This design comes from an exercise in tuning for small area on the open sky130 flow, not from production work. Function was checked by simulation only, so behaviour that the tests miss may differ from the original. Power and IR drop assume default switching activity. The clock port is modelled as an ideal driver; clocking choices that lean on that would not hold on a real chip.

$ cat design/flow/design.v
`timescale 1ns / 1ps
module lte_scr_ao22 (
    input  logic a1, b1, a2, b2,
    output logic y
);
    assign y = (a1 & b1) | (a2 & b2);
endmodule
module lte_scr_ao221 (
    input  logic a1, b1, a2, b2, c,
    output logic y
);
    assign y = (a1 & b1) | (a2 & b2) | c;
endmodule
module lte_scr_aoi222 (
    input  logic a1, b1, a2, b2, a3, b3,
    output logic y
);
    assign y = !((a1 & b1) | (a2 & b2) | (a3 & b3));
endmodule
module lte_scr_nand2 (
    input  logic a, b,
    output logic y
);
    assign y = !(a & b);
endmodule
module lte_scr_nand4 (
    input  logic a, b, c, d,
    output logic y
);
    assign y = !(a & b & c & d);
endmodule
module lte_scr_or12 (
    input  logic [11:0] s,
    input  logic [11:0] d,
    output logic        y
);
    logic [3:0] t;
    for (genvar g = 0; g < 4; g++) begin : g_t
        lte_scr_aoi222 u (.a1(s[3*g]), .b1(d[3*g]), .a2(s[3*g+1]), .b2(d[3*g+1]),
                          .a3(s[3*g+2]), .b3(d[3*g+2]), .y(t[g]));
    end
    lte_scr_nand4 u_o (.a(t[0]), .b(t[1]), .c(t[2]), .d(t[3]), .y(y));
endmodule
module lte_scr_or10 (
    input  logic [9:0] s,
    input  logic [9:0] d,
    output logic       y
);
    logic [3:0] t;
    for (genvar g = 0; g < 3; g++) begin : g_t
        lte_scr_aoi222 u (.a1(s[3*g]), .b1(d[3*g]), .a2(s[3*g+1]), .b2(d[3*g+1]),
                          .a3(s[3*g+2]), .b3(d[3*g+2]), .y(t[g]));
    end
    lte_scr_nand2 u_3 (.a(s[9]), .b(d[9]), .y(t[3]));
    lte_scr_nand4 u_o (.a(t[0]), .b(t[1]), .c(t[2]), .d(t[3]), .y(y));
endmodule
module lte_scr_rowsel (
    input  logic a,       
    input  logic b,       
    input  logic r,       
    output logic we,
    output logic keep
);
    assign we   = a & b;
    assign keep = r & !(a & b);
endmodule
module lte_scr_xsel (
    input  logic [9:0]  dec,
    input  logic        r,        
    input  logic        ct,       
    input  logic        sof,
    input  logic        proc_,
    output logic [11:0] sel       
);
    wire go = r & ct;
    assign sel[9:0] = dec & {10{go & sof}};
    assign sel[10]  = go & !sof & proc_;
    assign sel[11]  = r & !(ct & (sof | proc_));
endmodule
module lte_hw_acc_scrambler #(
    parameter IN_DATA_WIDTH = 1
)
(
    input  logic                         clk,
    input  logic                         ce,
    input  logic                         rstn,
    input  logic [3:0]                   sfn,
    input [IN_DATA_WIDTH - 1 : 0]        s_data,
    input                                s_valid,
    output                               s_ready,
    input                                in_sof,
    input [7:0]                          in_lof,
    input [4:0]                          cfg_addr,
    input [30:0]                         cfg_data,
    input                                cfg_wr,
    output [IN_DATA_WIDTH - 1 : 0]       m_data,
    output                               m_valid,
    input                                m_ready,
    output                               out_sof,
    output [7:0]                         out_lof
);
    logic [19:0][30:0] cfg_reg;
    logic [30:0] x_data_1, x_data_2;
    logic [7:0]  counter;
    logic        processing;
    wire transfer = s_valid & m_ready;
    wire load     = transfer & in_sof;
    logic [9:0] dec;
    always_comb begin
        for (int k = 0; k < 8; k++)
            dec[k] = !sfn[3] && (sfn[2:0] == k[2:0]);
        dec[8] = sfn[3] & !sfn[0];
        dec[9] = sfn[3] &  sfn[0];
    end
    function automatic logic [30:0] rst_val(input int i);
        rst_val = (i % 2 == 0) ? 31'd1 : 31'((i >> 2) << 9);
    endfunction
    wire       wen = rstn & cfg_wr & !processing;
    logic [4:0] wa;
    logic [3:0] wb;
    always_comb begin
        for (int j = 0; j < 5; j++) wa[j] = wen && cfg_addr[4:2] == j[2:0];
        for (int m = 0; m < 4; m++) wb[m] = cfg_addr[1:0] == m[1:0];
    end
    logic [19:0][1:0] we, keep;
    logic [19:0][30:0] cfg_nxt;
    for (genvar i = 0; i < 20; i++) begin : g_row
        for (genvar h = 0; h < 2; h++) begin : g_h
            lte_scr_rowsel u_rs (.a(wa[i/4]), .b(wb[i%4]), .r(rstn),
                                 .we(we[i][h]), .keep(keep[i][h]));
        end
    end
    wire rst = !rstn;
    for (genvar i = 0; i < 20; i++) begin : g_cfg
        localparam logic [30:0] RV = rst_val(i);
        for (genvar b = 0; b < 31; b++) begin : g_b
            if (RV[b]) begin : g_one
                lte_scr_ao221 u_hold (
                    .a1(cfg_data[b]), .b1(we[i][b/16]), .a2(cfg_reg[i][b]),
                    .b2(keep[i][b/16]), .c(rst), .y(cfg_nxt[i][b]));
            end else begin : g_zero
                lte_scr_ao22 u_hold (
                    .a1(cfg_data[b]), .b1(we[i][b/16]), .a2(cfg_reg[i][b]),
                    .b2(keep[i][b/16]), .y(cfg_nxt[i][b]));
            end
        end
    end
    always_ff @(posedge clk)
        cfg_reg <= cfg_nxt;
    wire ct = ce & transfer;
    logic [1:0][11:0] sel;     
    for (genvar l = 0; l < 2; l++) begin : g_sel
        lte_scr_xsel u_xs (.dec(dec), .r(rstn), .ct(ct), .sof(in_sof),
                           .proc_(processing), .sel(sel[l]));
    end
    wire sel_a1 = rstn & ct & in_sof;
    logic rd1, rd2;
    logic [9:0] c10, c20;
    for (genvar k = 0; k < 10; k++) begin : g_rd
        assign c10[k] = cfg_reg[2*k][0];
        assign c20[k] = cfg_reg[2*k+1][0];
    end
    lte_scr_or10 u_r1 (.s(dec), .d(c10), .y(rd1));
    lte_scr_or10 u_r2 (.s(dec), .d(c20), .y(rd2));
    wire [30:0] nx1, nx2;
    logic t1, t2;
    lte_scr_aoi222 u_lo1 (.a1(sel_a1), .b1(rd1), .a2(sel[0][10]), .b2(x_data_1[1]),
                          .a3(sel[0][11]), .b3(x_data_1[0]), .y(t1));
    lte_scr_aoi222 u_lo2 (.a1(sel_a1), .b1(rd2), .a2(sel[1][10]), .b2(x_data_2[1]),
                          .a3(sel[1][11]), .b3(x_data_2[0]), .y(t2));
    assign nx1[0] = !t1;
    assign nx2[0] = !t2;
    wire [31:1] st1 = {x_data_1[0] ^ x_data_1[3], x_data_1[30:1]};
    wire [31:1] st2 = {x_data_2[0] ^ x_data_2[1] ^ x_data_2[2] ^ x_data_2[3], x_data_2[30:1]};
    for (genvar b = 1; b < 31; b++) begin : g_hi
        logic [11:0] c1, c2;
        for (genvar k = 0; k < 10; k++) begin : g_k
            assign c1[k] = cfg_reg[2*k][b];
            assign c2[k] = cfg_reg[2*k+1][b];
        end
        assign c1[10] = st1[b+1];
        assign c2[10] = st2[b+1];
        assign c1[11] = x_data_1[b];
        assign c2[11] = x_data_2[b];
        lte_scr_or12 u_1 (.s(sel[0]), .d(c1), .y(nx1[b]));
        lte_scr_or12 u_2 (.s(sel[1]), .d(c2), .y(nx2[b]));
    end
    always_ff @(posedge clk) begin
        x_data_1 <= nx1;
        x_data_2 <= nx2;
    end
    always_ff @(posedge clk) begin
        if (ce && transfer) begin
            if (in_sof)
                counter <= in_lof;
            else if (processing)
                counter <= counter - 8'd1;
        end
    end
    always_ff @(posedge clk) begin
        if (!rstn)
            processing <= 1'b0;
        else if (ce && transfer) begin
            if (in_sof)
                processing <= 1'b1;
            else if (processing && counter == 8'd2)
                processing <= 1'b0;
        end
    end
    wire e0 = load ? (rd1 ^ rd2) : (x_data_1[1] ^ x_data_2[1]);
    assign m_data   = s_data ^ e0;
    assign s_ready  = m_ready;
    assign m_valid  = s_valid;
    assign out_lof  = in_lof;
    assign out_sof  = in_sof;
endmodule
$ cat design/flow/flow/run.sh
#!/bin/bash
# Standard layout, with the smallest buffer on the ports.
export BUFFER_PORTS_ARGS="-buffer_cell sky130_fd_sc_hd__buf_1"
bash standard.sh > standard.log 2>&1
$ cat design/flow/standard.sh
#!/bin/bash
# synth_recipe.tcl (not shown) runs the flow's synth.tcl, then flattens the netlist and writes it again
# the make line also repeats each setting of config.mk as NAME=value (left out here)
make -C /OpenROAD-flow-scripts/flow DESIGN_CONFIG=/design/flow/config.mk WORK_HOME=/design/flow/orfs CLKGATE_MAP_FILE= SYNTH_SCRIPT=/design/flow/synth_recipe.tcl "${@:-finish}"
$ cat design/flow/config.mk
export PLATFORM = sky130hd
export DESIGN_NAME = lte_hw_acc_scrambler
export DESIGN_NICKNAME = lte_hw_acc_scrambler
export VERILOG_FILES = /design/flow/design.v
export SDC_FILE = /design/flow/constraint.sdc
export NUM_CORES = 4
export LEC_CHECK = 0
export CAP_MARGIN = 20
export CORE_MARGIN = 2
export CORE_UTILIZATION = 65
export CTS_BUF_LIST = sky130_fd_sc_hd__clkbuf_16
export CTS_CLUSTER_DIAMETER = 60
export CTS_CLUSTER_SIZE = 30
export SLEW_MARGIN = 20
export SYNTH_HIERARCHICAL = 1
export SYNTH_MINIMUM_KEEP_SIZE = 0
$ cat design/flow/constraint.sdc
create_clock -name core_clock -period 3.6 [get_ports {clk}]
set_input_delay 0.7200 -clock core_clock [delete_from_list [all_inputs] [get_ports {clk}]]
set_output_delay 0.7200 -clock core_clock [all_outputs]
set_load 0.01 [all_outputs]
==> results.yml, run 1 <==
clock_network:
  cts_buffers: 37
  cts_tree: "built"
  clkSlewWorstSetupHoldPaths_ns: 0.09
  h-tree-depth: 2
  clock_path_buffers: 3
  clock_latency_ns: 0.58
  cts_sinks: 691
  cts-root-buf: "clkbuf_16"
  cts_resized: 0
  cts_hold_buf: 0
  postCtsSetupRepairBufs: 0
route:
  dr.pass1.iters: 9
  wl_per_cell_um: 29.6
  final_antenna_net_count: 0
  vias: 19600
  drc: 0
  vias_per_cell: 7.93
  drt_iter0_drc: 3403
  drt_wl_total_um: 73200
synth:
  synth_edf_count: 8
  ys_ff_latch: 691
  synth_area_per_cell_um2: 12.9
  synth.cell_area_um2: 23700
  yosys_warnings: 7
  async_flop_share_pct: 0
  ys_seq_area_share_pct: 58.8
  synthCells: 1830
  ys_types: 43
  synth_fp_nets: 1888
  synth_flop_cell: "dfxtp_1"
power_and_ir_drop:
  p_leak_nw: 9.72
  power.density_nw_per_um2: 505
  ir_worst_vdd_v: 0.000351
global_route:
  antenna_found_initial: 0
  grt.overflow.total: 0
  grt_pass1_vias: 19200
  track_usage_pct: 37.6
  grt_max_degree: 42
  grt_pass1_wl_um: 112000
setup_path:
  startpoint: "sfn[3]"
  cp-end-kind: "output pin"
  crit_arrival_ns: 2.51
  startpoint_type: "input pin"
  path_class: "input pin to output pin"
  worstPathRequired_ns: 2.88
  critPathMaxFanout: 7
  worstReg2RegStart: "processing"
finish:
  fill_cells: 2519
  fin_cells: 2470
  drive_above_1_share_pct: 8.36
  stdcell_area_um2: 26100
  area_growth_pct: 10.5
  largest_register_ffs: 620
  final_nets: 2042
  n_antenna_cell: 0
floorplanning:
  die_y_um: 195
  design.die.area_um2: 37900
  die_w_um: 195
  initial_core_util_pct: 66.2
  placeableCoreArea_um2: 35700
  io_pins: 68
  rows: 69
timing:
  slew_violations: 0
  setup_viol: 0
  finalCritPeriodShare_pct: 89.6
  min_period_ns: 3.23
  holdWs_ns: 0.467
  maxSlewHeadroom_pct: 22.0
  rsz0062_at_grt: "false"
  tns_ns: 0
  finalHoldViolCount: 0
  clock_skew_ns: 0.0303
  tightest_slew_ns: 1.17
  fmax_ghz: 0.310
place:
  dpl_cell_area_um2: 24900
  place_congestion: 0.873
  port_buffers: 67
  dp.cells: 2404
  place_hpwl_um: 41800
worst_hold_path:
  min_path_type: "input pin to flip-flop"
  min_from: "in_lof[6]"
run:
  max-cap-violations: 0
outcome:
  status: "no timing/DRC/antenna violations"
## area by class of cell
type                    instances  area [um2]  share of cell area [%]
repair buffers                130         746                    2.85
multi-input cells            1118        9640                    36.9
clock buffers                  37         926                    3.54
flip-flops and latches        691       13900                    53.2
inverters                       6        22.5                  0.0862
clock inverters                27         313                    1.20
well taps                     461         577                    2.21
## cell usage after synthesis (all sizes together), types with 2 or more instances
library cell,count,area share (%)
a21boi,40,1.3
a21oi,2,0.042
a221o,20,0.85
a222oi,248,10
a22o,600,22
and2,65,1.9
and3,5,0.13
and4b,2,0.095
buf,14,0.47
dfxtp,683,58
edfxtp,8,1.0
ha,2,0.11
inv,6,0.095
nand2,10,0.16
nand2b,4,0.11
nand3,5,0.11
nand4,63,1.7
nor2,9,0.14
nor2b,5,0.13
nor3,6,0.13
nor3b,2,0.063
nor4,2,0.079
o21ai,7,0.15
or4,2,0.079
xnor2,5,0.19
xor2,4,0.15
## cell families (layout without fill, tap and decap cells)
group           Yosys count  in the layout  synth area share [%]
compound gates          922            922                  35.2
flops                   691            691                  58.8
simple gates            184            184                  4.97
buf+inv                  21            200                 0.576
xor+xnor                  9              9                 0.333
fa+ha+maj                 2              2                 0.106
mux                       1              1                0.0423
## modules after synthesis (local to each module, per instance), a selection
module / flops+latches / times used / cells
lte_scr_xsel: 0 / 2 / 15
lte_scr_ao221: 0 / 20 / 1
lte_scr_ao22: 0 / 600 / 1
lte_scr_nand2: 0 / 2 / 1
lte_hw_acc_scrambler: 691 / 1 / 788
lte_scr_aoi222: 0 / 248 / 1
lte_scr_nand4: 0 / 62 / 1
lte_scr_rowsel: 0 / 40 / 2
## per-layer routing
metal	up-vias	wire length (um)	global-route usage, %	share of wire [%]
li1	8353	-	-	-
met1	9625	29100	51.8	40
met2	1368	32400	58.2	44
met3	233	8790	7.29	12
met4	0	2950	16.0	4.0
met5	-	0	0	0
## path summary, 6_finish.rpt
kind	cells past startpoint	slack, ns	to
setup / recovery	9	0.37	m_data[0]
hold / removal	3	0.47	counter[6]
setup reg to reg	5	0.87	cfg_reg[454]
hold reg to reg	1	0.48	cfg_reg[493]
## through the flow
step                worst slack [ns]  power (W)  util [%]
floorplan                      0.894    0.00815         -
global placement               0.446    0.00847      69.5
detailed placement             0.403    0.00849      69.5
CTS                            0.380     0.0132      73.0
global route                   0.181     0.0135      73.1
finish                         0.373     0.0132      73.1
## worst max-delay path, stage by stage
cell      delay [ns]
buf_1           0.20
nand2b_1        0.22
nor2_1          0.11
a222oi_1        0.38
nand4_1         0.20
xor2_1          0.21
mux2i_1         0.17
xnor2_1         0.14
buf_1           0.17
## layout by cell type (no fill, tap or decap), types with 4 or more instances in the layout
cell type | synthesis | layout
inv_12 | 0 | 4
a222oi_1 | 248 | 248
nand2_1 | 10 | 10
nand4_1 | 63 | 63
nand3_1 | 5 | 5
buf_4 | 11 | 61
and2_1 | 45 | 45
dfxtp_1 | 683 | 683
nor3_1 | 6 | 5
nor2b_1 | 5 | 5
and3_1 | 5 | 5
nor2_1 | 9 | 9
clkbuf_16 | 0 | 37
a22o_1 | 600 | 600
a21boi_1 | 40 | 35
clkinv_2 | 0 | 4
buf_1 | 0 | 56
a221o_1 | 20 | 20
inv_6 | 0 | 4
xnor2_1 | 5 | 5
a21boi_2 | 0 | 5
xor2_1 | 4 | 4
inv_1 | 6 | 7
inv_8 | 0 | 4
clkinv_4 | 0 | 5
clkbuf_2 | 0 | 10
o21ai_0 | 6 | 6
and2_4 | 20 | 20
nand2b_1 | 4 | 4
edfxtp_1 | 8 | 8
## where the power goes
part | switching, W | internal, W | leakage (nW)
logic | 0.000437 | 0.000142 | 3.53
clock network | 0.00268 | 0.00217 | 0.611
registers | 0.0000417 | 0.00772 | 5.58
total | 0.00316 | 0.0100 | 9.72
==> run 2, diff against run 1 <==
--- a/design/flow/config.mk
+++ b/design/flow/config.mk
@@ -9,8 +9,8 @@
 export CORE_MARGIN = 2
 export CORE_UTILIZATION = 65
 export CTS_BUF_LIST = sky130_fd_sc_hd__clkbuf_16
-export CTS_CLUSTER_DIAMETER = 60
-export CTS_CLUSTER_SIZE = 30
+export CTS_CLUSTER_DIAMETER = 70
+export CTS_CLUSTER_SIZE = 32
 export SLEW_MARGIN = 20
 export SYNTH_HIERARCHICAL = 1
 export SYNTH_MINIMUM_KEEP_SIZE = 0
==> results.yml, run 2 <==
timing:
  finalCritPeriodShare_pct: 90.1
  slew_violations: 0
  fmax_ghz: 0.308
  maxSlewHeadroom_pct: 21.5
  clock_skew_ns: 0.0180
  finalHoldViolCount: 0
  min_period_ns: 3.24
  holdWs_ns: 0.462
  rsz0062_at_grt: "false"
  tns_ns: 0
  setup_viol: 0
  tightest_slew_ns: 1.18
clock_network:
  cts_hold_buf: 0
  cts_resized: 0
  cts_sinks: 691
  cts_tree: "built"
  postCtsSetupRepairBufs: 0
  clkSlewWorstSetupHoldPaths_ns: 0.10
  clock_latency_ns: 0.56
  cts-root-buf: "clkbuf_16"
  h-tree-depth: 2
  cts_buffers: 35
  clock_path_buffers: 3
synth:
  synth_edf_count: 8
  ys_ff_latch: 691
  yosysMostFrequentCell: "dfxtp_1"
  synth_fp_nets: 1888
  synthCells: 1830
  synth.cell_area_um2: 23700
  synth_top_cell_area_share_pct: 57.8
  synth_common_cells: "dfxtp_1, a22o_1, a222oi_1"
  yosys_warnings: 7
  synth_area_per_cell_um2: 12.9
  async_flop_share_pct: 0
  synth_top_cell_by_area: "dfxtp_1"
  ys_seq_area_share_pct: 58.8
  ys_types: 43
  synth_flop_cell: "dfxtp_1"
  synthTopCellsByArea: "dfxtp_1, a22o_1, a222oi_1"
global_route:
  track_usage_pct: 37.4
  grt.overflow.total: 0
  antenna_found_initial: 0
  grt_pass1_vias: 19100
  grt_pass1_wl_um: 112000
  grt_max_degree: 42
power_and_ir_drop:
  ir_worst_vdd_v: 0.000392
  p_leak_nw: 9.66
  power.density_nw_per_um2: 497
  total_power_w: 0.0130
route:
  drt_wl_total_um: 73200
  wl_per_cell_um: 29.6
  wl_met3_um: 9040
  top_layer: "met4"
  drc: 0
  dr.pass1.iters: 9
  wl_met2_um: 32500
  vias: 19500
  vias_per_cell: 7.92
  drt_iter0_drc: 3075
  final_antenna_net_count: 0
  met1Wirelength_um: 29000
floorplanning:
  die_y_um: 195
  rows: 69
  initial_core_util_pct: 66.2
  placeableCoreArea_um2: 35700
  io_pins: 68
  design.die.area_um2: 37900
  die_w_um: 195
setup_path:
  r2r.worst_path.cells: 5
  worstPathRequired_ns: 2.88
  critPathMaxFanout: 7
  crit_arrival_ns: 2.52
  startpoint_type: "input pin"
  cp-end-kind: "output pin"
  worstReg2RegStart: "processing"
  startpoint: "sfn[3]"
  path_class: "input pin to output pin"
finish:
  final_nets: 2040
  drive_above_1_share_pct: 8.17
  area_growth_pct: 10.1
  n_antenna_cell: 0
  fill_cells: 2509
  largest_register_ffs: 620
  final_cell_mix: "dfxtp_1, a22o_1, a222oi_1"
  final_common_cell: "dfxtp_1"
place:
  place_hpwl_um: 41800
  port_buffers: 67
  place_congestion: 0.873
outcome:
  status: "no timing/DRC/antenna violations"
worst_hold_path:
  min_path_type: "input pin to flip-flop"
  min_from: "in_lof[1]"
  holdPathStages: 3
run:
  max-cap-violations: 0
[run 2: cell counts after synthesis]
Identical to the previous run, type by type.
[run 2: worst max-delay path: stages]
cell and delay (ns):
buf_1 0.20, nand2b_1 0.22, nor2_1 0.11, a222oi_1 0.39, nand4_1 0.20, xor2_1 0.21, mux2i_1 0.17, xnor2_1 0.14
buf_1 0.17
[run 2: final timing paths]
path,to,slack [ns]
setup / recovery,m_data[0],0.36
hold / removal,counter[1],0.46
setup reg to reg,cfg_reg[458],0.86
hold reg to reg,cfg_reg[441],0.48
[run 2: Yosys stat by module (local to each module, per instance), a selection]
module                flops+latches  area (um2)
lte_scr_xsel                      0         128
lte_hw_acc_scrambler            691       14500
lte_scr_ao221                     0        10.0
lte_scr_ao22                      0        8.76
lte_scr_nand4                     0        6.26
lte_scr_rowsel                    0        13.8
lte_scr_aoi222                    0        10.0
lte_scr_nand2                     0        3.75
[run 2: logic make-up after synthesis]
kind of cell	Yosys count	share of synthesized area, %
mux	1	0.0423
buf+inv	21	0.576
simple gates	184	4.97
flops	691	58.8
xor+xnor	9	0.333
compound gates	922	35.2
fa+ha+maj	2	0.106
[run 2: routing by layer]
layer / track usage (%) / vias to the layer above
met3: 7.06 / 220
li1: - / 8347
met2: 58.4 / 1426
met1: 51.5 / 9545
met4: 14.8 / 0
met5: 0 / -
[run 2: report_power, final]
part           internal [W]  switching, W
registers           0.00772     0.0000415
clock network       0.00206       0.00256
logic              0.000142      0.000439
total               0.00992       0.00304
[run 2: final cells by class]
type	instances	area [um2]	area share [%]
clock inverter	26	249	0.956
multi-input combinational	1118	9640	37.0
clock buffer	36	901	3.46
inverter	6	22.5	0.0865
timing repair buffer	130	747	2.87
sequential	691	13900	53.4
tap	461	577	2.21
[run 2: stage by stage]
| stage | worst slack [ns] | cells | instance area (um2) | util [%] |
|---|---|---|---|---|
| 6_report | 0.357 | 2468 | 26100 | 72.9 |
| 5_1_grt | 0.178 | 2468 | 26100 | 72.9 |
| 4_1_cts | 0.387 | 2466 | 26000 | 72.8 |
| 3_5_place_dp | 0.403 | 2404 | 24900 | 69.5 |
| 3_3_place_gp | 0.446 | 2404 | 24800 | 69.5 |
| 2_1_floorplan | 0.894 | 1830 | 23700 | - |
==> run 3, diff against run 2 <==
--- a/design/flow/config.mk
+++ b/design/flow/config.mk
@@ -7,10 +7,11 @@
 export LEC_CHECK = 0
 export CAP_MARGIN = 20
 export CORE_MARGIN = 2
-export CORE_UTILIZATION = 65
+export CORE_UTILIZATION = 70
 export CTS_BUF_LIST = sky130_fd_sc_hd__clkbuf_16
 export CTS_CLUSTER_DIAMETER = 70
 export CTS_CLUSTER_SIZE = 32
+export GPL_ROUTABILITY_DRIVEN = 0
 export SLEW_MARGIN = 20
 export SYNTH_HIERARCHICAL = 1
 export SYNTH_MINIMUM_KEEP_SIZE = 0
==> results.yml, run 3 <==
synth:
  synth_top_cell_by_area: "dfxtp_1"
  synthCells: 1830
  synthTopCellsByArea: "dfxtp_1, a22o_1, a222oi_1"
  synth_top_family_by_area: "compound AO/OA/AOI/OAI gates"
  synth_common_cells: "dfxtp_1, a22o_1, a222oi_1"
  synth_fp_nets: 1888
  synth_top_cell_area_share_pct: 57.8
  yosysMostFrequentCell: "dfxtp_1"
  synth-xor-area-share_pct: 0.333
  synth_flop_cell: "dfxtp_1"
  synth_edf_count: 8
  synthSimpleGateAreaFrac_pct: 4.97
  synthMuxAreaShare_pct: 0.0423
  yosys_warnings: 7
  synthAdderAreaFrac_pct: 0.106
  ys_ff_latch: 691
  async_flop_share_pct: 0
  ys_types: 43
  synth.cell_area_um2: 23700
  ys_seq_area_share_pct: 58.8
  synth_area_per_cell_um2: 12.9
  synth_compound_area_share_pct: 35.2
clock_network:
  cts_buffers: 31
  cts-root-buf: "clkbuf_16"
  cts_tree: "built"
  cts_resized: 0
  postCtsSetupRepairBufs: 0
  clkSlewWorstSetupHoldPaths_ns: 0.09
  clock_latency_ns: 0.62
  cts_hold_buf: 0
  h-tree-depth: 1
  cts_sinks: 691
  clock_path_buffers: 3
floorplanning:
  design.die.area_um2: 35300
  die_w_um: 188
  placeableCoreArea_um2: 33400
  rows: 67
  initial_core_util_pct: 70.7
  io_pins: 68
  die_y_um: 188
route:
  drc: 0
  dr.pass1.iters: 9
  drt_wl_total_um: 72000
  final_antenna_net_count: 0
  vias: 19700
  vias_per_cell: 8.05
  wl_per_cell_um: 29.4
  drt_iter0_drc: 3688
setup_path:
  crit_arrival_ns: 2.57
  cp_common_cell: "buf_1"
  critPathMaxFanout: 7
  cp-end-kind: "output pin"
  slowest_stage: "a222oi_1"
  startpoint_type: "input pin"
  path_class: "input pin to output pin"
  worstPathRequired_ns: 2.88
  crit_chain: "buf_1, nand2b_1, nor2_1, a222oi_1, nand4_1, xor2_1, mux2i_1, xnor2_1, buf_1"
  path_buf_inv: 2
  critical_path.top_delay_family: "simple AND/OR/NAND/NOR gates"
  slowest_delay_ns: 0.38
global_route:
  antenna_found_initial: 3
  grt_pass1_vias: 18900
  grt_max_degree: 36
  grt.overflow.total: 0
  grt_pass1_wl_um: 110000
  track_usage_pct: 39.3
timing:
  tightest_slew_ns: 1.22
  fmax_ghz: 0.304
  worst_slack_ns: 0.306
  setup_viol: 0
  maxSlewHeadroom_pct: 18.7
  clock_skew_ns: 0.0226
  rsz0062_at_grt: "false"
  slew_violations: 0
  min_period_ns: 3.29
  finalHoldViolCount: 0
  finalCritPeriodShare_pct: 91.5
  holdWs_ns: 0.411
  tns_ns: 0
power_and_ir_drop:
  power.density_nw_per_um2: 492
  ir_worst_vdd_v: 0.000467
  p_leak_nw: 9.61
finish:
  final_nets: 2031
  largest_register_ffs: 620
  fin_cells: 2445
  area_growth_pct: 9.46
  final_cell_mix: "dfxtp_1, a22o_1, a222oi_1"
  stdcell_area_um2: 25900
  drive_above_1_share_pct: 7.32
  final_common_cell: "dfxtp_1"
place:
  place_hpwl_um: 40500
  dp.cells: 2386
  dpl_cell_area_um2: 24800
  dp_slack_ns: 0.359
  port_buffers: 67
worst_hold_path:
  min_path_type: "input pin to flip-flop"
run:
  max-cap-violations: 0
outcome:
  status: "no timing/DRC/antenna violations"
run 3: logic make-up after synthesis:
kind of cell	after synthesis
AOI/OAI and AO/OA	922
buffers and inverters	21
DFF	691
and+or+nand+nor	184
xor gates and xnor gates	9
adders and majority gates	2
muxes	1
run 3: metal layers:
metal	vias up	global-route usage, %	wire (um)
met5	-	0	0
met4	0	13.9	2560
met3	210	7.56	9840
met2	1575	60.9	32000
met1	9582	55.4	27600
li1	8319	-	-
run 3: area by class of cell:
class                           count  area, um2
Antenna cell                        2       5.00
Clock buffer                       31        776
Clock inverter                     24        298
Fill cell                        2146       7550
Inverter                            6       22.5
Multi-Input combinational cell   1118       9620
Sequential cell                   691      13900
Tap cell                          448        561
Timing Repair Buffer              125        708
run 3: where the power goes:
group	total (W)	switching (W)	leakage [nW]	internal, W
registers	0.00777	0.0000423	5.58	0.00772
clock network	0.00439	0.00261	0.529	0.00179
logic	0.000577	0.000435	3.49	0.000143
run 3: modules after synthesis (local to each module, per instance), excerpt:
module,area [um2],times used,cells inside,flip-flops and latches
lte_scr_aoi222,10.0,248,1,0
lte_scr_ao221,10.0,20,1,0
lte_hw_acc_scrambler,14500,1,788,691
lte_scr_nand2,3.75,2,1,0
lte_scr_nand4,6.26,62,1,0
lte_scr_xsel,128,2,15,0
run 3: metrics by stage:
stage	power (W)	util (%)
2_1_floorplan	0.00815	-
3_3_place_gp	0.00846	74.1
3_5_place_dp	0.00848	74.1
4_1_cts	0.0127	77.3
5_1_grt	0.0130	77.4
6_report	0.0127	77.4
run 3: final timing paths:
check | slack [ns] | start | endpoint | depth (start not counted)
max | 0.31 | sfn[3] | m_data[0] | 9
min | 0.41 | in_lof[3] | counter[3] | 2
max reg2reg | 0.86 | processing | cfg_reg[320] | 6
min reg2reg | 0.48 | cfg_reg[472] | cfg_reg[472] | 1
==> run 4, diff against run 3 <==
--- a/design/flow/config.mk
+++ b/design/flow/config.mk
@@ -11,7 +11,6 @@
 export CTS_BUF_LIST = sky130_fd_sc_hd__clkbuf_16
 export CTS_CLUSTER_DIAMETER = 70
 export CTS_CLUSTER_SIZE = 32
-export GPL_ROUTABILITY_DRIVEN = 0
 export SLEW_MARGIN = 20
 export SYNTH_HIERARCHICAL = 1
 export SYNTH_MINIMUM_KEEP_SIZE = 0
==> results.yml, run 4 <==
route:
  final_antenna_net_count: 0
  drt_iter0_drc: 3688
  vias_per_cell: 8.05
  dr.pass1.iters: 9
  drc: 0
  vias: 19700
  drt_wl_total_um: 72000
  wl_per_cell_um: 29.4
power_and_ir_drop:
  p_leak_nw: 9.61
  p_int_w: 0.00965
  pwr-share-clk_pct: 34.5
  seqPwrFrac_pct: 61.0
  swShare_pct: 24.2
  p_comb_share_pct: 4.5
  ir_worst_vdd_v: 0.000467
  p_switching_w: 0.00309
  total_power_w: 0.0127
  power.density_nw_per_um2: 492
synth:
  synth_flop_cell: "dfxtp_1"
  ys_types: 43
  synth_common_cells: "dfxtp_1, a22o_1, a222oi_1"
  yosys_warnings: 7
  yosysMostFrequentCell: "dfxtp_1"
  async_flop_share_pct: 0
  ys_ff_latch: 691
  synth_top_cell_area_share_pct: 57.8
  synth_edf_count: 8
  ys_seq_area_share_pct: 58.8
  synthCells: 1830
  synth_area_per_cell_um2: 12.9
  synth_top_cell_by_area: "dfxtp_1"
  synth.cell_area_um2: 23700
  synth_fp_nets: 1888
  synthTopCellsByArea: "dfxtp_1, a22o_1, a222oi_1"
setup_path:
  startpoint_type: "input pin"
  startpoint: "sfn[3]"
  cp_common_cell: "buf_1"
  worstReg2RegStart: "processing"
  slowest_delay_ns: 0.38
  critPathCapture: "m_data[0]"
  path_buf_inv: 2
  critical_path.top_delay_family: "simple AND/OR/NAND/NOR gates"
  path_class: "input pin to output pin"
  worstPathRequired_ns: 2.88
  cp-end-kind: "output pin"
  r2r-end: "cfg_reg[320]"
  r2r.worst_path.cells: 6
  slowest_stage: "a222oi_1"
  cp_num_cells: 9
  crit_chain: "buf_1, nand2b_1, nor2_1, a222oi_1, nand4_1, xor2_1, mux2i_1, xnor2_1, buf_1"
  r2r_setup_slack_ns: 0.86
  crit_arrival_ns: 2.57
  critPathMaxFanout: 7
place:
  place_congestion: 0.887
  place_hpwl_um: 40500
  port_buffers: 67
global_route:
  grt.overflow.total: 0
  grt_max_degree: 36
  grt_pass1_wl_um: 110000
  track_usage_pct: 39.3
  grt_pass1_vias: 18900
  antenna_found_initial: 3
clock_network:
  h-tree-depth: 1
  clkSlewWorstSetupHoldPaths_ns: 0.09
  postCtsSetupRepairBufs: 0
  cts_sinks: 691
  clock_latency_ns: 0.62
  cts_hold_buf: 0
  cts_resized: 0
  cts-root-buf: "clkbuf_16"
  clock_path_buffers: 3
  cts_buffers: 31
  cts_tree: "built"
timing:
  tightest_slew_ns: 1.22
  slew_violations: 0
  clock_skew_ns: 0.0226
  finalHoldViolCount: 0
  fmax_ghz: 0.304
  min_period_ns: 3.29
  tns_ns: 0
  finalCritPeriodShare_pct: 91.5
  rsz0062_at_grt: "false"
  maxSlewHeadroom_pct: 18.7
  setup_viol: 0
finish:
  final_cell_mix: "dfxtp_1, a22o_1, a222oi_1"
  final_nets: 2031
  largest_register_ffs: 620
  drive_above_1_share_pct: 7.32
  area_growth_pct: 9.46
  utilization_pct: 77.4
  final_common_cell: "dfxtp_1"
floorplanning:
  die_y_um: 188
  placeableCoreArea_um2: 33400
  design.die.area_um2: 35300
  die_w_um: 188
  io_pins: 68
  rows: 67
  initial_core_util_pct: 70.7
worst_hold_path:
  min_path_type: "input pin to flip-flop"
run:
  max-cap-violations: 0
outcome:
  status: "no timing/DRC/antenna violations"
-- run 4: cell counts in the layout (fill, tap and decap cells not counted) --
Identical to the previous run, type by type.
-- run 4: power by group through the flow --
stage | clock, W | sequential, W | combinational, W
finish | 0.00439 | 0.00777 | 0.000577
global route | 0.00465 | 0.00778 | 0.000594
CTS | 0.00440 | 0.00776 | 0.000547
detailed placement | 0 | 0.00794 | 0.000544
global placement | 0 | 0.00794 | 0.000527
floorplan | 0 | 0.00793 | 0.000229
-- run 4: layout make-up --
cell class                      instances  area (um2)
Timing Repair Buffer                  125         708
Sequential cell                       691       13900
Antenna cell                            2        5.00
Tap cell                              448         561
Multi-Input combinational cell       1118        9620
Inverter                                6        22.5
Clock inverter                         24         298
Fill cell                            2146        7550
Clock buffer                           31         776
-- run 4: cells by family after synthesis --
logic type	synth area share [%]
xor gates and xnor gates	0.333
DFF	58.8
and+or+nand+nor	4.97
muxes	0.0423
adders and majority gates	0.106
AOI/OAI and AO/OA	35.2
buffers and inverters	0.576
-- run 4: how the worst min path moves through the flow --
| stage | from | to | slack (ns) | depth (start not counted) |
|---|---|---|---|---|
| 4_1_cts | in_lof[3] | counter[3] | 0.40 | 2 |
| 3_3_place_gp | cfg_reg[220] | cfg_reg[220] | 0.45 | 1 |
| 5_1_grt | in_lof[3] | counter[3] | 0.42 | 2 |
| 3_5_place_dp | cfg_reg[233] | cfg_reg[233] | 0.45 | 1 |
| 2_1_floorplan | cfg_reg[10] | cfg_reg[10] | 0.44 | 1 |
| 6_report | in_lof[3] | counter[3] | 0.41 | 2 |
-- run 4: per-stage QoR --
| stage | hold WS [ns] | instances | cell area (um2) | setup slack (ns) |
|---|---|---|---|---|
| CTS | 0.402 | 2441 | 25900 | 0.348 |
| global placement | 0.454 | 2386 | 24800 | 0.494 |
| global route | 0.418 | 2445 | 25900 | 0.188 |
| finish | 0.411 | 2445 | 25900 | 0.306 |
| detailed placement | 0.453 | 2386 | 24800 | 0.359 |
| floorplan | 0.441 | 1830 | 23700 | 0.894 |
-- run 4: routing by layer --
layer  vias up  global-route usage, %  routed length (um)
li1       8319                      -                   -
met5         -                      0                   0
met3       210                   7.56                9840
met2      1575                   60.9               32000
met1      9582                   55.4               27600
met4         0                   13.9                2560
-- run 4: per-module statistics from Yosys (local to each module, per instance), a selection --
module,cells,area [um2]
lte_scr_nand4,1,6.26
lte_scr_ao22,1,8.76
lte_scr_ao221,1,10.0
lte_scr_xsel,15,128
lte_scr_rowsel,2,13.8
lte_scr_aoi222,1,10.0
-- run 4: worst reg2reg max path: cells and delay by family (launching register included) --
family,cells,cell delay [ns]
AND/OR/NAND/NOR,4,1.64
flip-flops,1,0.49
AO/OA/AOI/OAI,1,0.29
buffers and inverters,1,0.25
==> run 5, diff against run 4 <==
--- a/design/flow/design.v
+++ b/design/flow/design.v
@@ -53,6 +53,18 @@
     end
     lte_scr_nand2 u_3 (.a(s[9]), .b(d[9]), .y(t[3]));
     lte_scr_nand4 u_o (.a(t[0]), .b(t[1]), .c(t[2]), .d(t[3]), .y(y));
+endmodule
+module lte_scr_inv (
+    input  logic a,
+    output logic y
+);
+    assign y = !a;
+endmodule
+module lte_scr_and2 (
+    input  logic a, b,
+    output logic y
+);
+    assign y = a & b;
 endmodule
 module lte_scr_rowsel (
     input  logic a,       
@@ -61,8 +73,10 @@
     output logic we,
     output logic keep
 );
-    assign we   = a & b;
-    assign keep = r & !(a & b);
+    logic nab;
+    lte_scr_nand2 u_n (.a(a), .b(b), .y(nab));
+    lte_scr_inv   u_w (.a(nab), .y(we));
+    lte_scr_and2  u_k (.a(r), .b(nab), .y(keep));
 endmodule
 module lte_scr_xsel (
     input  logic [9:0]  dec,
--- a/design/flow/config.mk
+++ b/design/flow/config.mk
@@ -7,7 +7,7 @@
 export LEC_CHECK = 0
 export CAP_MARGIN = 20
 export CORE_MARGIN = 2
-export CORE_UTILIZATION = 70
+export CORE_UTILIZATION = 75
 export CTS_BUF_LIST = sky130_fd_sc_hd__clkbuf_16
 export CTS_CLUSTER_DIAMETER = 70
 export CTS_CLUSTER_SIZE = 32
==> results.yml, run 5 <==
clock_network:
  cts_sinks: 691
  h-tree-depth: 2
  cts_hold_buf: 0
  cts_tree: "built"
  clock_latency_ns: 0.56
  cts_buffers: 34
  cts_resized: 0
  clkSlewWorstSetupHoldPaths_ns: 0.11
  cts-root-buf: "clkbuf_16"
  postCtsSetupRepairBufs: 0
  clock_path_buffers: 3
setup_path:
  crit_chain: "buf_1, nor4_1, a222oi_1, nand4_1, xor2_1, mux2i_1, xnor2_1, buf_1"
  path_buf_inv: 2
  cp-end-kind: "output pin"
  crit_arrival_ns: 2.54
  r2r-end: "cfg_reg[248]"
  startpoint: "sfn[3]"
  path_class: "input pin to output pin"
  r2r.worst_path.cells: 6
  critPathMaxFanout: 7
  worstReg2RegStart: "processing"
  slowest_stage: "nor4_1"
  cp_common_cell: "buf_1"
  worstPathRequired_ns: 2.88
  slowest_delay_ns: 0.65
  startpoint_type: "input pin"
  critical_path.top_delay_family: "simple AND/OR/NAND/NOR gates"
  cp_num_cells: 8
  r2r_setup_slack_ns: 0.96
finish:
  final_nets: 2027
  fill_cells: 1830
  largest_register_ffs: 620
  final_cell_mix: "dfxtp_1, a22o_1, a222oi_1"
  area_growth_pct: 8.43
  final_common_cell: "dfxtp_1"
  drive_above_1_share_pct: 5.57
synth:
  synth_edf_count: 8
  synth.cell_area_um2: 23700
  synth_compound_area_share_pct: 33.9
  async_flop_share_pct: 0
  synth_common_cells: "dfxtp_1, a22o_1, a222oi_1"
  synth_top_cell_by_area: "dfxtp_1"
  synthCells: 1870
  synth_top_family_by_area: "compound AO/OA/AOI/OAI gates"
  synth_top_cell_area_share_pct: 57.8
  ys_types: 42
  synth-xor-area-share_pct: 0.333
  yosys_warnings: 7
  ys_seq_area_share_pct: 58.8
  synth_fp_nets: 1928
  synthMuxAreaShare_pct: 0.0423
  synthTopCellsByArea: "dfxtp_1, a22o_1, a222oi_1"
  ys_ff_latch: 691
  synthSimpleGateAreaFrac_pct: 5.60
  synthAdderAreaFrac_pct: 0.106
  synth_flop_cell: "dfxtp_1"
  yosysMostFrequentCell: "dfxtp_1"
  synth_area_per_cell_um2: 12.7
power_and_ir_drop:
  power.density_nw_per_um2: 512
  p_leak_nw: 9.74
  ir_worst_vdd_v: 0.000486
floorplanning:
  rows: 65
  initial_core_util_pct: 75.6
  die_y_um: 182
  io_pins: 68
  die_w_um: 182
  placeableCoreArea_um2: 31300
  design.die.area_um2: 33000
timing:
  tightest_slew_ns: 1.20
  clock_skew_ns: 0.0284
  setup_viol: 0
  rsz0062_at_grt: "false"
  finalHoldViolCount: 0
  maxSlewHeadroom_pct: 20.0
  min_period_ns: 3.26
  tns_ns: 0
  worst_slack_ns: 0.338
  finalCritPeriodShare_pct: 90.6
  slew_violations: 0
  fmax_ghz: 0.307
place:
  port_buffers: 67
  place_hpwl_um: 40900
  place_congestion: 0.870
  dp_slack_ns: 0.444
worst_hold_path:
  min_path_type: "input pin to flip-flop"
  min_from: "in_lof[6]"
  holdPathStages: 3
  min_to: "counter[6]"
outcome:
  status: "no timing/DRC/antenna violations"
route:
  final_antenna_net_count: 0
  drc: 0
  dr.pass1.iters: 10
  wl_per_cell_um: 29.7
  vias_per_cell: 8.19
  drt_iter0_drc: 3630
  drt_wl_total_um: 71200
  vias: 19600
global_route:
  grt.overflow.total: 0
  antenna_found_initial: 6
  track_usage_pct: 41.9
  grt_max_degree: 34
  grt_pass1_vias: 18800
  grt_pass1_wl_um: 110000
run:
  max-cap-violations: 0
==> run 5: cell count changes in the layout (fill, tap and decap cells not counted), sizes merged, moves of 3 or more <==
cell and delta:
clkinvlp +3, nand2 +40, clkbuf +12, a21boi -40, inv +41, buf -53
clkinv -6
==> run 5: cell families (layout without fill, tap and decap cells) <==
family | count (synthesis) | count (layout)
compound gates | 882 | 882
xor+xnor | 9 | 9
fa+ha+maj | 2 | 2
buf+inv | 61 | 184
flops | 691 | 691
mux | 1 | 1
other cells | 0 | 3
simple gates | 224 | 224
==> run 5: modules after synthesis, one instance, submodules excluded, a selection <==
module,copies in the design,flops+latches
lte_hw_acc_scrambler,1,691
lte_scr_xsel,2,0
lte_scr_aoi222,248,0
lte_scr_ao221,20,0
lte_scr_ao22,600,0
lte_scr_nand4,62,0
lte_scr_inv,40,0
==> run 5: how the worst max path moves through the flow <==
stage	endpoint	slack, ns
3_5_place_dp	m_data[0]	0.44
5_1_grt	m_data[0]	0.24
2_1_floorplan	m_data[0]	0.93
4_1_cts	m_data[0]	0.42
3_3_place_gp	m_data[0]	0.46
6_report	m_data[0]	0.34
==> run 5: per-stage QoR <==
step / instances / total power [W] / instance area [um2] / util, % / hold WS, ns
after floorplan: 1870 / 0.00815 / 23700 / - / 0.441
after global placement: 2334 / 0.00842 / 24400 / 77.9 / 0.454
after detailed placement: 2334 / 0.00843 / 24400 / 77.9 / 0.453
after CTS: 2394 / 0.0131 / 25600 / 81.8 / 0.443
after global routing: 2397 / 0.0134 / 25700 / 81.9 / 0.487
final: 2398 / 0.0131 / 25700 / 81.9 / 0.447
==> run 5: routing by layer <==
layer  wire, um  part of all wire [%]  up-vias  track usage (%)
met4       2620                   3.7        6             15.7
li1           -                     -     8277                -
met2      32200                    45     1578             65.5
met3       9370                    13      224             8.40
met1      26900                    38     9559             58.1
met5         37                 0.052        -                0
==> run 5: area by class of cell <==
type,instances,area (um2),area share [%]
Antenna cell,3,7.51,0.0293
Sequential cell,691,13900,54.2
Clock buffer,37,926,3.61
Timing Repair Buffer,78,359,1.40
Multi-Input combinational cell,1118,9460,36.9
Inverter,46,173,0.673
Tap cell,402,503,1.96
Clock inverter,23,313,1.22
==> run 5: worst reg2reg max path, cell delays in order (launching register included) <==
cell and delay, ns:
dfxtp_1 0.46, nor4bb_1 0.42, nand2_1 0.09, nor2_1 0.50, nand2_1 0.15, and2_1 0.48
a221o_1 0.42
==> run 5: power by group <==
group / leakage [nW] / switching [W] / internal, W
combinational: 3.55 / 0.000415 / 0.000111
sequential: 5.58 / 0.0000437 / 0.00772
clock: 0.598 / 0.00267 / 0.00216
==> run 6, diff against run 5 <==
--- a/design/flow/config.mk
+++ b/design/flow/config.mk
@@ -7,10 +7,10 @@
 export LEC_CHECK = 0
 export CAP_MARGIN = 20
 export CORE_MARGIN = 2
-export CORE_UTILIZATION = 75
+export CORE_UTILIZATION = 70
 export CTS_BUF_LIST = sky130_fd_sc_hd__clkbuf_16
 export CTS_CLUSTER_DIAMETER = 70
-export CTS_CLUSTER_SIZE = 32
+export CTS_CLUSTER_SIZE = 34
 export SLEW_MARGIN = 20
 export SYNTH_HIERARCHICAL = 1
 export SYNTH_MINIMUM_KEEP_SIZE = 0
==> results.yml, run 6 <==
clock_network:
  cts-root-buf: "clkbuf_16"
  clock_latency_ns: 0.62
  cts_sinks: 691
  h-tree-depth: 1
  clock_path_buffers: 3
  cts_resized: 0
  postCtsSetupRepairBufs: 0
  cts_hold_buf: 0
  clkSlewWorstSetupHoldPaths_ns: 0.10
  cts_tree: "built"
  cts_buffers: 31
setup_path:
  cp-end-kind: "output pin"
  worstReg2RegStart: "processing"
  r2r.worst_path.cells: 6
  r2r-end: "cfg_reg[289]"
  critPathCapture: "m_data[0]"
  worstPathRequired_ns: 2.88
  startpoint_type: "input pin"
  crit_arrival_ns: 2.60
  critPathMaxFanout: 7
  r2r_setup_slack_ns: 1.08
  startpoint: "sfn[3]"
  path_class: "input pin to output pin"
global_route:
  grt_pass1_wl_um: 108000
  track_usage_pct: 38.4
  grt_max_degree: 45
  grt.overflow.total: 0
  antenna_found_initial: 3
  grt_pass1_vias: 18500
route:
  drc: 0
  dr.pass1.iters: 7
  final_antenna_net_count: 0
  drt_wl_total_um: 70000
  wl_per_cell_um: 28.7
  drt_iter0_drc: 3333
  vias: 19500
  vias_per_cell: 7.98
finish:
  largest_register_ffs: 620
  final_cell_mix: "dfxtp_1, a22o_1, a222oi_1"
  final_common_cell: "dfxtp_1"
  area_growth_pct: 8.24
  final_nets: 2029
  fin_cells: 2442
  drive_above_1_share_pct: 5.57
timing:
  tightest_slew_ns: 1.18
  finalCritPeriodShare_pct: 92.2
  finalHoldViolCount: 0
  clock_skew_ns: 0.0209
  fmax_ghz: 0.301
  maxSlewHeadroom_pct: 21.5
  tns_ns: 0
  min_period_ns: 3.32
  slew_violations: 0
  setup_viol: 0
  rsz0062_at_grt: "false"
synth:
  synthTopCellsByArea: "dfxtp_1, a22o_1, a222oi_1"
  synth_top_cell_area_share_pct: 57.8
  synth.cell_area_um2: 23700
  synth_area_per_cell_um2: 12.7
  synthCells: 1870
  synth_edf_count: 8
  async_flop_share_pct: 0
  yosysMostFrequentCell: "dfxtp_1"
  synth_fp_nets: 1928
  synth_common_cells: "dfxtp_1, a22o_1, a222oi_1"
  ys_types: 42
  synth_flop_cell: "dfxtp_1"
  synth_top_cell_by_area: "dfxtp_1"
  ys_seq_area_share_pct: 58.8
  yosys_warnings: 7
  ys_ff_latch: 691
floorplanning:
  die_w_um: 188
  placeableCoreArea_um2: 33400
  initial_core_util_pct: 70.7
  io_pins: 68
  die_y_um: 188
  design.die.area_um2: 35300
  rows: 67
place:
  place_congestion: 0.926
  dp.cells: 2383
  port_buffers: 67
  place_hpwl_um: 41200
power_and_ir_drop:
  ir_worst_vdd_v: 0.000537
  power.density_nw_per_um2: 497
  p_leak_nw: 9.69
outcome:
  status: "no timing/DRC/antenna violations"
worst_hold_path:
  min_path_type: "input pin to flip-flop"
run:
  max-cap-violations: 0
-- run 6: logic make-up after synthesis --
group                    count (synthesis)  synth area share (%)
flip-flops                             691                  58.8
adder cells (fa/ha/maj)                  2                 0.106
AND/OR/NAND/NOR                        224                  5.60
AO/OA/AOI/OAI                          882                  33.9
buffers and inverters                   61                  1.21
XOR/XNOR                                 9                 0.333
multiplexers                             1                0.0423
-- run 6: worst min-delay path by stage --
| stage | cells after the start | startpoint | end | slack, ns |
|---|---|---|---|---|
| finish | 3 | in_lof[6] | counter[6] | 0.41 |
| global route | 2 | in_lof[3] | counter[3] | 0.43 |
| CTS | 3 | in_lof[6] | counter[6] | 0.39 |
| detailed placement | 1 | cfg_reg[44] | cfg_reg[44] | 0.45 |
| global placement | 1 | cfg_reg[606] | cfg_reg[606] | 0.45 |
| floorplan | 1 | cfg_reg[10] | cfg_reg[10] | 0.44 |
-- run 6: critical path, cell delays in order --
cell	delay (ns)
buf_1	0.15
nor4_1	0.66
a222oi_1	0.28
nand4_1	0.21
xor2_1	0.16
mux2i_1	0.10
xnor2_1	0.15
buf_1	0.17
-- run 6: power by group --
group / switching, W / leakage [nW] / internal [W]
clock network: 0.00268 / 0.526 / 0.00176
registers: 0.0000446 / 5.58 / 0.00773
logic: 0.000415 / 3.58 / 0.000116
total: 0.00314 / 9.69 / 0.00960
-- run 6: per-layer routing --
| layer | share of wire, % | up-vias | GRT usage [%] |
|---|---|---|---|
| li1 | - | 8287 | - |
| met1 | 39 | 9561 | 54.6 |
| met2 | 44 | 1449 | 58.0 |
| met3 | 14 | 173 | 8.83 |
| met4 | 3.1 | 6 | 12.9 |
| met5 | 0.064 | - | 0 |
-- run 6: stage by stage --
step	area, um2	utilization (%)	hold slack [ns]	worst slack [ns]	power (W)
after floorplan	23700	-	0.441	0.929	0.00815
after global placement	24500	73.1	0.454	0.442	0.00842
after detailed placement	24500	73.1	0.453	0.389	0.00844
after CTS	25600	76.4	0.391	0.373	0.0127
after global routing	25600	76.6	0.428	0.187	0.0130
final	25600	76.6	0.406	0.282	0.0127
-- run 6: area by class of cell --
type / instances / area, um2
repair buffers: 83 / 410
inverters: 46 / 173
flip-flops and latches: 691 / 13900
clock inverters: 24 / 315
well taps: 448 / 561
clock buffers: 31 / 776
diodes: 1 / 2.50
fillers: 2238 / 7840
multi-input cells: 1118 / 9460
-- run 6: modules after synthesis (local to each module, per instance), a selection --
module	cells	copies in the design
lte_scr_nand2	1	42
lte_hw_acc_scrambler	788	1
lte_scr_aoi222	1	248
lte_scr_nand4	1	62
lte_scr_ao221	1	20
lte_scr_ao22	1	600
lte_scr_and2	1	40
lte_scr_inv	1	40
lte_scr_xsel	15	2
==> run 7, diff against run 6 <==
--- a/design/flow/config.mk
+++ b/design/flow/config.mk
@@ -10,7 +10,7 @@
 export CORE_UTILIZATION = 70
 export CTS_BUF_LIST = sky130_fd_sc_hd__clkbuf_16
 export CTS_CLUSTER_DIAMETER = 70
-export CTS_CLUSTER_SIZE = 34
+export CTS_CLUSTER_SIZE = 32
 export SLEW_MARGIN = 20
 export SYNTH_HIERARCHICAL = 1
 export SYNTH_MINIMUM_KEEP_SIZE = 0
==> results.yml, run 7 <==
floorplanning:
  die_y_um: 188
  die_w_um: 188
  design.die.area_um2: 35300
  initial_core_util_pct: 70.7
  placeableCoreArea_um2: 33400
  io_pins: 68
  rows: 67
route:
  vias_per_cell: 7.96
  drt_wl_total_um: 70400
  dr.pass1.iters: 9
  final_antenna_net_count: 0
  drt_iter0_drc: 3152
  wl_per_cell_um: 28.8
  drc: 0
  vias: 19500
clock_network:
  cts-root-buf: "clkbuf_16"
  cts_tree: "built"
  cts_hold_buf: 0
  cts_resized: 0
  clock_latency_ns: 0.56
  cts_sinks: 691
  h-tree-depth: 2
  clkSlewWorstSetupHoldPaths_ns: 0.11
  clock_path_buffers: 3
  cts_buffers: 34
  postCtsSetupRepairBufs: 0
timing:
  slew_violations: 0
  rsz0062_at_grt: "false"
  min_period_ns: 3.28
  finalCritPeriodShare_pct: 91.1
  maxSlewHeadroom_pct: 20.2
  clock_skew_ns: 0.0273
  fmax_ghz: 0.305
  tightest_slew_ns: 1.20
  holdWs_ns: 0.443
  finalHoldViolCount: 0
  setup_viol: 0
  tns_ns: 0
synth:
  synthTopCellsByArea: "dfxtp_1, a22o_1, a222oi_1"
  synth_top_cell_by_area: "dfxtp_1"
  synthCells: 1870
  async_flop_share_pct: 0
  ys_types: 42
  synth.cell_area_um2: 23700
  synth_fp_nets: 1928
  yosys_warnings: 7
  synth_top_cell_area_share_pct: 57.8
  synth_area_per_cell_um2: 12.7
  ys_seq_area_share_pct: 58.8
  synth_edf_count: 8
  synth_flop_cell: "dfxtp_1"
  yosysMostFrequentCell: "dfxtp_1"
  ys_ff_latch: 691
  synth_common_cells: "dfxtp_1, a22o_1, a222oi_1"
place:
  place_hpwl_um: 41200
  dpl_cell_area_um2: 24500
  port_buffers: 67
  place_congestion: 0.926
setup_path:
  cp-end-kind: "output pin"
  startpoint_type: "input pin"
  worstPathRequired_ns: 2.88
  slowest_delay_ns: 0.62
  crit_arrival_ns: 2.56
  critPathMaxFanout: 7
  path_class: "input pin to output pin"
  critPathCapture: "m_data[0]"
  r2r-end: "cfg_reg[289]"
  worstReg2RegStart: "processing"
  r2r_setup_slack_ns: 1.10
  cp_common_cell: "buf_1"
  r2r.worst_path.cells: 6
  startpoint: "sfn[0]"
  slowest_stage: "nor4_1"
  crit_chain: "buf_1, nor4_1, a222oi_1, nand4_1, xor2_1, mux2i_1, xnor2_1, buf_1"
finish:
  fill_cells: 2206
  stdcell_area_um2: 25700
  largest_register_ffs: 620
  seq_area_um2: 13900
  area_growth_pct: 8.60
  drive_above_1_share_pct: 5.56
  final_common_cell: "dfxtp_1"
  multi_input_area_um2: 9460
  final_nets: 2031
  final_cell_mix: "dfxtp_1, a22o_1, a222oi_1"
power_and_ir_drop:
  seqPwrFrac_pct: 59.7
  ir_worst_vdd_v: 0.000667
  power.density_nw_per_um2: 506
  p_leak_nw: 9.75
  p_int_w: 0.00995
  p_switching_w: 0.00306
  swShare_pct: 23.5
  p_comb_share_pct: 4.1
  pwr-share-clk_pct: 36.2
worst_hold_path:
  min_path_type: "input pin to flip-flop"
global_route:
  track_usage_pct: 38.6
  use_met3_pct: 9.79
  grt_pass1_wl_um: 108000
  grt_max_degree: 45
  grt.overflow.total: 0
  met1_usage_pct: 54.2
  gr-usage-met2_pct: 58.2
  grt_pass1_vias: 18700
  top_usage_layer: "met2"
  antenna_found_initial: 3
outcome:
  status: "no timing/DRC/antenna violations"
run:
  max-cap-violations: 0
## run 7: cell counts after synthesis
No cell type changed its count.
## run 7: worst min-delay path by stage
| stage | from | to | slack (ns) | depth (start not counted) |
|---|---|---|---|---|
| 2_1_floorplan | cfg_reg[10] | cfg_reg[10] | 0.44 | 1 |
| 3_3_place_gp | cfg_reg[606] | cfg_reg[606] | 0.45 | 1 |
| 3_5_place_dp | cfg_reg[44] | cfg_reg[44] | 0.45 | 1 |
| 4_1_cts | in_lof[6] | counter[6] | 0.43 | 3 |
| 5_1_grt | in_lof[1] | counter[1] | 0.48 | 3 |
| 6_report | in_lof[6] | counter[6] | 0.44 | 3 |
## run 7: power groups by stage
stage | combinational [W] | clock, W | sequential, W
2_1_floorplan | 0.000224 | 0 | 0.00793
3_5_place_dp | 0.000501 | 0 | 0.00794
6_report | 0.000530 | 0.00471 | 0.00777
4_1_cts | 0.000502 | 0.00471 | 0.00777
3_3_place_gp | 0.000485 | 0 | 0.00794
5_1_grt | 0.000549 | 0.00497 | 0.00778
## run 7: layout make-up
cell class                      instances  share of cell area [%]
Clock inverter                         25                    1.21
Clock buffer                           35                    3.41
Antenna cell                            1                 0.00974
Tap cell                              448                    2.18
Sequential cell                       691                    54.1
Multi-Input combinational cell       1118                    36.8
Timing Repair Buffer                   82                    1.56
Inverter                               46                   0.672
## run 7: metal layers
| layer | part of all wire, % | up-vias |
|---|---|---|
| li1 | - | 8290 |
| met1 | 39 | 9551 |
| met2 | 44 | 1479 |
| met3 | 14 | 146 |
| met4 | 2.7 | 6 |
| met5 | 0.060 | - |
## run 7: Yosys stat by module, one instance, submodules excluded, a selection
module	times used	area, um2
lte_hw_acc_scrambler	1	14500
lte_scr_ao22	600	8.76
lte_scr_nand2	42	3.75
lte_scr_nand4	62	6.26
lte_scr_aoi222	248	10.0
lte_scr_xsel	2	128
lte_scr_ao221	20	10.0
lte_scr_inv	40	3.75
lte_scr_and2	40	6.26
## run 7: kinds of logic after synthesis
kind of cell    Yosys count  synth area share [%]
compound gates          882                  33.9
xor+xnor                  9                 0.333
fa+ha+maj                 2                 0.106
buf+inv                  61                  1.21
flops                   691                  58.8
mux                       1                0.0423
simple gates            224                  5.60
## run 7: per-stage QoR
stage                     power, W  cells  setup WS [ns]  utilization, %
after floorplan            0.00815   1870          0.929               -
after global placement     0.00842   2382          0.442            73.1
after detailed placement   0.00844   2383          0.389            73.1
after CTS                   0.0130   2443          0.373            76.7
after global routing        0.0133   2445          0.187            76.8
final                       0.0130   2446          0.321            76.8
## run 7: critical path: cells and delay by family
kind	cells	cell delay [ns]
buffers and inverters	2	0.32
AO/OA/AOI/OAI	1	0.27
XOR/XNOR	2	0.31
multiplexers	1	0.10
AND/OR/NAND/NOR	2	0.83
==> run 8, diff against run 7 <==
--- a/design/flow/config.mk
+++ b/design/flow/config.mk
@@ -9,7 +9,7 @@
 export CORE_MARGIN = 2
 export CORE_UTILIZATION = 70
 export CTS_BUF_LIST = sky130_fd_sc_hd__clkbuf_16
-export CTS_CLUSTER_DIAMETER = 70
+export CTS_CLUSTER_DIAMETER = 100
 export CTS_CLUSTER_SIZE = 32
 export SLEW_MARGIN = 20
 export SYNTH_HIERARCHICAL = 1
==> results.yml, run 8 <==
floorplanning:
  initial_core_util_pct: 70.7
  die_w_um: 188
  rows: 67
  io_pins: 68
  design.die.area_um2: 35300
  die_y_um: 188
  placeableCoreArea_um2: 33400
finish:
  largest_register_ffs: 620
  fin_cells: 2413
  area_growth_pct: 6.35
  final_common_cell: "dfxtp_1"
  drive_above_1_share_pct: 4.17
  final_cell_mix: "dfxtp_1, a22o_1, a222oi_1"
  stdcell_area_um2: 25200
  final_nets: 2023
  n_antenna_cell: 0
clock_network:
  clkSlewWorstSetupHoldPaths_ns: 0.10
  cts_hold_buf: 0
  postCtsSetupRepairBufs: 0
  cts-root-buf: "clkbuf_16"
  h-tree-depth: 1
  cts_tree: "built"
  cts_buffers: 25
  clock_path_buffers: 3
  cts_resized: 0
  clock_latency_ns: 0.60
  cts_sinks: 691
global_route:
  grt_pass1_vias: 18600
  track_usage_pct: 38.4
  grt.overflow.total: 0
  antenna_found_initial: 3
  grt_pass1_wl_um: 108000
  grt_max_degree: 45
route:
  vias: 19300
  vias_per_cell: 8.02
  final_antenna_net_count: 0
  wl_per_cell_um: 28.9
  dr.pass1.iters: 10
  drt_wl_total_um: 69700
  drc: 0
  drt_iter0_drc: 3290
setup_path:
  path_class: "input pin to output pin"
  cp-end-kind: "output pin"
  startpoint_type: "input pin"
  worstPathRequired_ns: 2.88
  critPathMaxFanout: 7
  crit_arrival_ns: 2.61
timing:
  clock_skew_ns: 0.0149
  slew_violations: 0
  tightest_slew_ns: 1.21
  tns_ns: 0
  finalHoldViolCount: 0
  fmax_ghz: 0.300
  min_period_ns: 3.33
  setup_viol: 0
  maxSlewHeadroom_pct: 19.1
  finalCritPeriodShare_pct: 92.5
  holdWs_ns: 0.435
  rsz0062_at_grt: "false"
power_and_ir_drop:
  ir_worst_vdd_v: 0.000484
  power.density_nw_per_um2: 469
  p_leak_nw: 9.48
  total_power_w: 0.0118
synth:
  ys_types: 42
  ys_seq_area_share_pct: 58.8
  synth_flop_cell: "dfxtp_1"
  synth_fp_nets: 1928
  yosysMostFrequentCell: "dfxtp_1"
  synthSimpleGateAreaFrac_pct: 5.60
  ys_ff_latch: 691
  synth-xor-area-share_pct: 0.333
  synth_edf_count: 8
  synth_area_per_cell_um2: 12.7
  async_flop_share_pct: 0
  yosys_warnings: 7
  synth_top_cell_by_area: "dfxtp_1"
  synthCells: 1870
  synth_top_family_by_area: "compound AO/OA/AOI/OAI gates"
  synth_compound_area_share_pct: 33.9
  synthMuxAreaShare_pct: 0.0423
  synthAdderAreaFrac_pct: 0.106
  synth_common_cells: "dfxtp_1, a22o_1, a222oi_1"
  synth.cell_area_um2: 23700
  synthTopCellsByArea: "dfxtp_1, a22o_1, a222oi_1"
  synth_top_cell_area_share_pct: 57.8
place:
  dp.cells: 2383
  place_congestion: 0.926
  place_hpwl_um: 41200
  dpl_cell_area_um2: 24500
  port_buffers: 67
worst_hold_path:
  min_path_type: "input pin to flip-flop"
outcome:
  status: "no timing/DRC/antenna violations"
run:
  max-cap-violations: 0
[run 8: kinds of logic (layout without fill, tap and decap cells)]
| family | count (synthesis) | count (layout) |
|---|---|---|
| AOI/OAI and AO/OA | 882 | 882 |
| xor gates and xnor gates | 9 | 9 |
| adders and majority gates | 2 | 2 |
| buffers and inverters | 61 | 156 |
| DFF | 691 | 691 |
| muxes | 1 | 1 |
| and+or+nand+nor | 224 | 224 |
[run 8: worst paths after layout]
kind / startpoint / end / slack [ns] / cells after the start
setup / recovery: sfn[3] / m_data[0] / 0.27 / 9
hold reg to reg: cfg_reg[553] / cfg_reg[553] / 0.48 / 1
setup reg to reg: processing / cfg_reg[289] / 1.06 / 6
hold / removal: in_lof[6] / counter[6] / 0.44 / 3
[run 8: per-module statistics from Yosys, one instance, submodules excluded, a selection]
| module | cell area, um2 | flops+latches |
|---|---|---|
| lte_hw_acc_scrambler | 14500 | 691 |
| lte_scr_and2 | 6.26 | 0 |
| lte_scr_ao22 | 8.76 | 0 |
| lte_scr_ao221 | 10.0 | 0 |
| lte_scr_aoi222 | 10.0 | 0 |
| lte_scr_nand2 | 3.75 | 0 |
| lte_scr_nand4 | 6.26 | 0 |
| lte_scr_xsel | 128 | 0 |
[run 8: routing by layer]
metal | vias to the layer above | track usage [%] | part of all wire [%]
met5 | - | 0 | 0.066
met4 | 6 | 12.9 | 3.1
met3 | 168 | 8.61 | 13
met2 | 1398 | 58.2 | 44
met1 | 9525 | 54.6 | 40
li1 | 8245 | - | -
[run 8: worst max-delay path, stage by stage]
cell and delay (ns):
buf_1 0.22, nand2b_1 0.22, nor2_1 0.11, a222oi_1 0.41
nand4_1 0.24, xor2_1 0.22, mux2i_1 0.16, xnor2_1 0.14
buf_1 0.17
[run 8: power by group]
group / internal, W / leakage [nW] / switching, W
combinational: 0.000116 / 3.58 / 0.000415
sequential: 0.00773 / 5.58 / 0.0000447
clock: 0.00127 / 0.321 / 0.00222
[run 8: through the flow]
stage / worst slack [ns] / util [%]
floorplan: 0.929 / -
global placement: 0.442 / 73.1
detailed placement: 0.389 / 73.1
CTS: 0.373 / 75.1
global route: 0.187 / 75.2
finish: 0.270 / 75.2
[run 8: final cells by class]
type                            count  area (um2)
Sequential cell                   691       13900
Multi-Input combinational cell   1118        9460
Fill cell                        2295        8280
Clock buffer                       25         626
Tap cell                          448         561
Timing Repair Buffer               83         410
Inverter                           46         173
Clock inverter                      2        20.0

[re-timing with driven ports]
The flow's constraints put no driver on any port. The routed layouts listed below were extracted and timed again, unchanged, in two steps.
Step 1 (the two cells are an assumption about what drives the block):
set clk [get_ports {clk}]
set_driving_cell -lib_cell sky130_fd_sc_hd__clkbuf_16 $clk
set_driving_cell -lib_cell sky130_fd_sc_hd__buf_2 [delete_from_list [all_inputs] $clk]
Step 2 also shifts input and output timing later by t, the mid clock arrival at the registers, as if the neighbouring blocks saw the same clock.
Slacks: ideal / step 1 / step 2; pairs: ideal / step 1.
run | t, ns | setup slack, ns | slew at the worst register clock pin (ns)
run 1 | 0.619 | 0.373 / 0.350 / 0.350 | 0.10 / 0.10
run 2 | 0.617 | 0.357 / 0.334 / 0.334 | 0.12 / 0.12
run 3 | 0.675 | 0.306 / 0.283 / 0.283 | 0.12 / 0.12
run 4 | 0.675 | 0.306 / 0.283 / 0.283 | 0.12 / 0.12
run 5 | 0.605 | 0.338 / 0.316 / 0.316 | 0.12 / 0.12
run 6 | 0.670 | 0.282 / 0.263 / 0.263 | 0.12 / 0.12
run 7 | 0.606 | 0.321 / 0.300 / 0.300 | 0.12 / 0.12
run 8 | 0.639 | 0.270 / 0.249 / 0.249 | 0.12 / 0.12
After both steps setup and hold are still met in every run listed.
